Source: an optimization exercise on an open RTL-to-GDS flow (aim: small area, a short achievable clock period and few clock cycles). Production flows keep margins and buffers that such runs may drop. In this exercise RTL edits were held to simulation tests only and were not proved equivalent to the original.

alpha:
// escape_time_mdbrot
module escape_time_mdbrot(input logic clk, input logic rst, input logic start,
                          input logic [12:0] max_iter, input logic [31:0] xmin, input logic [31:0] xmax, input logic [31:0] ymin, input logic [31:0] ymax, input logic [31:0] Xscale, input logic [31:0] Yscale,
                          output logic [7:0] vga_x, output logic [6:0] vga_y, output logic [2:0] vga_colour, output logic vga_plot,
                          output logic ready);
localparam [1:0] S_IDLE = 2'd0;
localparam [1:0] S_INIT = 2'd1;
localparam [1:0] S_RUN  = 2'd2;
logic [1:0] state;
logic        xs_s, ys_s;           
logic [15:0] xs_m, ys_m;           
logic [12:0] mi_r;                 
logic        mi0, mi1, mi2;        
logic [12:0] mim1;                 
logic [24:0] gcx, gcy;             
logic [7:0]  gx;
logic [6:0]  gy;
logic        gdir;                 
logic        gval;                 
logic        v1, fresh1, fin1, last1, neg1;    
logic        esc1;                 
logic [21:0] x1, y1;
logic [10:0] one1, two1;           
logic [21:0] xs1, ys1;             
logic [12:0] rem1;                 
logic [21:0] cx1, cy1;             
logic [7:0]  px1;
logic [6:0]  py1;
logic        v2, fin2, last2, per2;
logic        escd2;                
logic [21:0] xs2, ys2;
  ...
Size in the first run: ~230 I/O pins, roughly 50000 µm² of cells after synthesis.
export LEC_CHECK = 0
export CAP_MARGIN = 20
export CORE_MARGIN = 2
export CORE_UTILIZATION = 65
export CTS_CLUSTER_DIAMETER = 100
export CTS_CLUSTER_SIZE = 22
export PLACE_DENSITY = 0.75
export SLEW_MARGIN = 20
export SYNTH_HIERARCHICAL = 1
create_clock -name core_clock -period 20.0 [get_ports {clk}]
standard.sh (not shown) runs the stock make flow with config.mk's settings and CLKGATE_MAP_FILE= SYNTH_SCRIPT=/design/flow/synth_recipe.tcl, a recipe that flattens the netlist after the stock synthesis.
==> flow/flow/run.sh <==
#!/bin/bash
# The standard layout, with the port buffers that buffer_ports inserts made
# plain buf_2 cells instead of the library's default pick (a delay buffer).
set -euo pipefail
export BUFFER_PORTS_ARGS="-buffer_cell sky130_fd_sc_hd__buf_2"
bash standard.sh > standard.log 2>&1
alpha | status: complete | timing, DRC, antenna: pass
Testbench counts of alpha, summed over its fixed seeds: cycles 2,373,874.
Changes in beta relative to alpha:
diff --git a/flow/design.v b/flow/design.v
--- a/flow/design.v
+++ b/flow/design.v
@@ -2337,19 +2337,18 @@
                           output logic ready);
 localparam [1:0] S_IDLE = 2'd0;
 localparam [1:0] S_INIT = 2'd1;
 localparam [1:0] S_RUN  = 2'd2;
 logic [1:0] state;
 logic        xs_s, ys_s;           
 logic [15:0] xs_m, ys_m;           
 logic [12:0] mi_r;                 
 logic        mi0, mi1, mi2;        
-logic [12:0] mim1;                 
 logic [24:0] gcx, gcy;             
 logic [7:0]  gx;
 logic [6:0]  gy;
 logic        gdir;                 
 logic        gval;                 
 logic        v1, fresh1, fin1, last1, neg1;    
 logic        esc1;                 
 logic [21:0] x1, y1;
 logic [10:0] one1, two1;           
@@ -2389,19 +2388,19 @@
 logic        xxc, yyc;
 logic [23:0] xya, xyb;
 logic [3:0]  xyg;
 logic [2:0]  xyp;
 sqcs  sq_x   (.x(x1), .ha(xxa), .hb(xxb), .c(xxc));
 sqcs  sq_y   (.x(y1), .ha(yya), .hb(yyb), .c(yyc));
 mulcs mul_xy (.x(x1), .y(y1), .one(one1), .two(two1), .neg(neg1), .ha(xya), .hb(xyb), .g(xyg), .p(xyp));
 logic match, save;
 assign match = ~fresh1 & (x1 == xs1) & (y1 == ys1);
-assign save = fresh1 | (rem1[1:0] == 2'd0);
+assign save = fresh1 | (rem1[1:0] == 2'd1);
 always_ff @(posedge clk) begin
      per2  <= match;
      xs2   <= save ? x1 : xs1;
      ys2   <= save ? y1 : ys1;
      xxa2  <= xxa;
      xxb2  <= xxb;
      xxc2  <= xxc;
      yya2  <= yya;
      yyb2  <= yyb;
@@ -2424,56 +2423,56 @@
 escape esc_t (.xa(xxa2), .xb(xxb2), .xc(xxc2), .ya(yya2), .yb(yyb2), .yc(yyc2), .esc(esc));
 xnew   xn_a  (.xa(xxa2), .xb(xxb2), .xc(xxc2), .ya(yya2), .yb(yyb2), .yc(yyc2), .cx(cx2), .q(xn));
 logic xyc2;
 assign xyc2 = xyg2[3] | (xyp2[2] & (xyg2[2] | (xyp2[1] & (xyg2[1] | (xyp2[0] & xyg2[0])))));
 ynew   yn_a  (.cy(cy2), .pa(xya2), .pb(xyb2), .pc(xyc2), .q(yn));
 assign stop = v2 & (fin2 | last2 | per2);
 assign avail = (state == S_RUN) & gval;
 assign take = avail & (~v2 | stop);
 logic [2:0] col;
-assign col = mi_r[2:0] - rem2[2:0] - {2'b00, escd2};
+assign col = mi_r[2:0] - rem2[2:0] + {2'b00, ~escd2};
 logic [21:0] x1d, y1d;
 logic [22:0] yb;
 assign x1d = take ? gcx[21:0] : xn[21:0];
 assign y1d = take ? gcy[21:0] : yn[21:0];
 assign yb = {y1d, 1'b0};
 always_ff @(posedge clk) begin
      x1   <= x1d;
      y1   <= y1d;
      neg1 <= x1d[21] ^ y1d[21];
      for (int k = 0; k < 11; k++) begin
           one1[k] <= yb[2*k+1] ^ yb[2*k];
           two1[k] <= (yb[2*k+2] & ~yb[2*k+1] & ~yb[2*k]) | (~yb[2*k+2] & yb[2*k+1] & yb[2*k]);
      end
      if (take) begin
-          rem1  <= mi0 ? 13'd0 : mim1;
+          rem1  <= mi0 ? 13'd1 : mi_r;
           esc1  <= 1'b0;
           fin1  <= mi0 | mi1 | big25(gcx) | big25(gcy);
           last1 <= mi2;
           cx1   <= gcx[21:0];
           cy1   <= gcy[21:0];
           px1   <= gx;
           py1   <= gy;
      end else begin
           rem1  <= rem2 - 13'd1;
           esc1  <= esc;
           fin1  <= big24(xn) | big24(yn);
-          last1 <= (rem2 == 13'd2);
+          last1 <= (rem2 == 13'd3);
           cx1   <= cx2;
           cy1   <= cy2;
           px1   <= px2;
           py1   <= py2;
      end
      xs1        <= xs2;
      ys1        <= ys2;
      vga_x      <= px2;
      vga_y      <= py2;
-     vga_colour <= (escd2 | (fin2 & rem2 != 13'd0) | (~fin2 & esc)) ? col : 3'd0;
+     vga_colour <= (escd2 | (fin2 & rem2 != 13'd1) | (~fin2 & esc)) ? col : 3'd0;
 end
 always_ff @(posedge clk) begin
      if (!rst) begin
           v1       <= 1'b0;
           v2       <= 1'b0;
           fresh1   <= 1'b0;
           vga_plot <= 1'b0;
      end else begin
           v1       <= take | (v2 & ~stop);
@@ -2504,19 +2503,18 @@
                     if (take && glast) gval <= 1'b0;
                     if (!gval && !v1 && !v2) begin
                          state <= S_IDLE;
                          ready <= 1'b1;
                     end
                end
           endcase
      end
 end
-assign mim1 = mi_r - 13'd1;
 assign mi0 = (mi_r == 13'd0);
 assign mi1 = (mi_r == 13'd1);
 assign mi2 = (mi_r == 13'd2);
 always_ff @(posedge clk) begin
      xs_s <= Xscale[31];
      xs_m <= Xscale[15:0];
      ys_s <= Yscale[31];
      ys_m <= Yscale[15:0];
      mi_r <= max_iter;
--- outcome ---
Compared with alpha, beta shows a lower first-pass GRT wire length.
On sequential share of layout area: between beta and alpha, it ends up lower for alpha.
Last weighted congestion value of the routability-driven placer for beta: about 3% up relative to alpha
Cell with the biggest individual delay on the critical path: sky130_fd_sc_hd__dfxtp_1 -> beta, sky130_fd_sc_hd__a221oi_1 -> alpha
Gate count after technology mapping, beta and alpha: larger value in alpha
In the reports for beta and alpha, the smaller cell area belongs to beta.
The largest net degree at the start of global routing reported for beta is greater than that of alpha by 9.
Between beta and alpha, the difference in core area is negligible.
Taking alpha as the reference, in beta final worst-path setup slack +0.19 ns, final period demand of the worst path -0.19 ns, wire length reported by the detailed router -1.4%, global-route total usage across every layer -0.20 points.
Testbench counts of beta, summed over its fixed seeds: cycles 2,373,874.

-- port drivers added, routing unchanged --
In the flow no input, the clock included, has a driving cell. The finished layouts below were timed again as built, in two steps. Step 1, drivers: a clkbuf_16 drives clk and a buf_2 each remaining input, both assumed. Step 2 times the ports against the registers' clock, not the clock port: input delays grow and output delays shrink by t, the midpoint of the rising clock arrivals with the driver on. Three values: no drivers, after step 1, after step 2; two values: the first two.
run	t (ns)	setup WS [ns]	slew at the worst register clock pin (ns)
alpha	0.659	14.686 / 14.686 / 14.686	0.10 / 0.10
beta	0.662	14.873 / 14.805 / 14.919	0.10 / 0.10
After both steps setup and hold are still met in every run listed.
